This is an optimization exercise on Yosys and OpenROAD, whose aim is small area and a short achievable clock period, not a production implementation.
Function was checked by simulation only, so behaviour that the tests miss may differ from the original.

AL:
Design alu_top, start of the top module:
module alu_top (
        input  logic        clk,
        input  logic [11:0] a_in,
        input  logic [11:0] b_in,
        input  logic        carry_in,
        input  logic [2:0]  func_code,
        output logic [11:0] a_out,
        output logic        carry_out,
        output logic        equ_out,
        output logic        overflow_out
    );
For scale: ~270 cells after synthesis, ~44 I/O pins, about 0.0025 mm² of cells after synthesis.
export LEC_CHECK = 0
export CAP_MARGIN = 20
export CORE_MARGIN = 2
export CORE_UTILIZATION = 40
export SETUP_SLACK_MARGIN = 2.0
export SLEW_MARGIN = 20
export SYNTH_HIERARCHICAL = 1
create_clock -name core_clock -period 4.0 [get_ports {clk}]
standard.sh (not shown) runs the stock make flow with config.mk's settings and CLKGATE_MAP_FILE= SYNTH_SCRIPT=/design/flow/synth_recipe.tcl, a recipe that flattens the netlist after the stock synthesis.
==> flow/flow/run.sh <==
#!/bin/bash
# Own layout flow: the standard ORFS flow (standard.sh) with the standard
# synthesis unchanged, and two changes to the layout steps:
#  - before floorplanning, flow/downsize.tcl removes synthesis's buffers and
#    sets each logic cell to its smallest size, for the repair steps to
#    upsize where timing needs it;
#  - the port buffers are plain buffers (BUF_CELL) instead of the delay
#    cells that buffer_ports picks by default.
# Each step's output goes to a log file in the work folder; ORFS's own logs
# stay under orfs/logs.
set -euo pipefail
HERE=$(cd "$(dirname "$0")" && pwd)
BUF_CELL=${BUF_CELL:-sky130_fd_sc_hd__buf_1}
bash standard.sh synth > synth.log 2>&1
bash standard.sh "PRE_FLOORPLAN_TCL=$HERE/downsize.tcl" \
  "BUFFER_PORTS_ARGS=-buffer_cell $BUF_CELL" finish > layout.log 2>&1
==> flow/flow/downsize.tcl <==
# Before floorplanning: remove the buffers that synthesis inserted and set
# every combinational cell to the smallest library cell of the same function.
# The repair steps of the flow then buffer and upsize what the clock period
# needs. Registers keep their cells.
remove_buffers
set n_changed 0
foreach inst [[ord::get_db_block] getInsts] {
  set m [[$inst getMaster] getName]
  if {![regexp {^(sky130_fd_sc_hd__[a-z0-9]+)_([0-9]+)$} $m -> base drv]} { continue }
  if {[regexp {df|dl|sdf|edf|clk|conb|tap|fill|decap} $base]} { continue }
  set best ""
  set best_area 1e9
  foreach lc [get_lib_cells ${base}_*] {
    set name [get_name $lc]
    if {![regexp "^${base}_\[0-9\]+\$" $name]} { continue }
    if {[get_property $lc dont_use]} { continue }
    set a [get_property $lc area]
    if {$a < $best_area} { set best $name; set best_area $a }
  }
  if {$best ne "" && $best ne $m} {
    replace_cell [get_cells [$inst getName]] [get_lib_cells $best]
    incr n_changed
  }
}
puts "downsize: $n_changed cells changed"
Here is what was changed in the inputs of JK compared with AL.
==> flow/flow/run.sh <==
#!/bin/bash
# Own layout flow: the standard ORFS flow (standard.sh) with the standard
# synthesis unchanged, and these changes to the layout steps:
#  - before floorplanning, flow/downsize.tcl removes synthesis's buffers and
#    sets each logic cell to its smallest size, for the repair steps to
#    upsize where timing needs it;
#  - the port buffers are plain buffers (BUF_CELL) instead of the delay
#    cells that buffer_ports picks by default;
#  - clock tree synthesis adds no dummy loads (CTS_ARGS).
# Each step's output goes to a log file in the work folder; ORFS's own logs
# stay under orfs/logs.
set -euo pipefail
HERE=$(cd "$(dirname "$0")" && pwd)
BUF_CELL=${BUF_CELL:-sky130_fd_sc_hd__buf_1}
CTS="-sink_clustering_enable -repair_clock_nets -dont_use_dummy_load"
bash standard.sh synth > synth.log 2>&1
bash standard.sh "PRE_FLOORPLAN_TCL=$HERE/downsize.tcl" \
  "BUFFER_PORTS_ARGS=-buffer_cell $BUF_CELL" "CTS_ARGS=$CTS" finish > layout.log 2>&1
Notes after the runs:
JK vs. AL: ratio of final minimum period to clock period rose by 1.0 points; final standard cell area without fillers fell by 18 µm². Global-route wire length before repair went down slightly going from AL to JK. Via count of the first global-routing pass, JK and AL, higher one = AL. Comparing JK against AL, there is no change at all in critical path depth. Initial detailed-routing violation count was higher in the run labelled JK. Cmp JK vs AL: final critical path time including I/O delays and setup higher in JK. JK vs. AL: achievable frequency saw a decrease; final setup slack of the worst path dropped 0.040 ns.

[static timing again, ports no longer ideal]
The results above use ideal ports. As a check the final layouts listed here were re-extracted and re-timed, cells and wires unchanged.
Step 1 (the two cells are an assumption about what drives the block):
set clk [get_ports {clk}]
set_driving_cell -lib_cell sky130_fd_sc_hd__clkbuf_16 $clk
set_driving_cell -lib_cell sky130_fd_sc_hd__buf_2 [delete_from_list [all_inputs] $clk]
Step 2 adds t to the input delays and takes it off the output delays; t is the mean of the earliest and latest rising clock arrival at the registers after step 1. Input paths then give back, and output paths get back, about the clock's delay inside the block.
Three values: ideal ports, drivers, drivers and shift; two values: the first two.
run | t (ns) | slack for setup (ns) | cell pins on the clock port's net
AL | 0.314 | 2.148 / 2.151 / 1.838 | 1
JK | 0.309 | 2.108 / 2.111 / 1.802 | 1
After both steps setup and hold are still met in every run listed. For AL, which loses most, drivers alone change the setup slack by +0.003 ns; drivers and shift together by -0.310 ns.
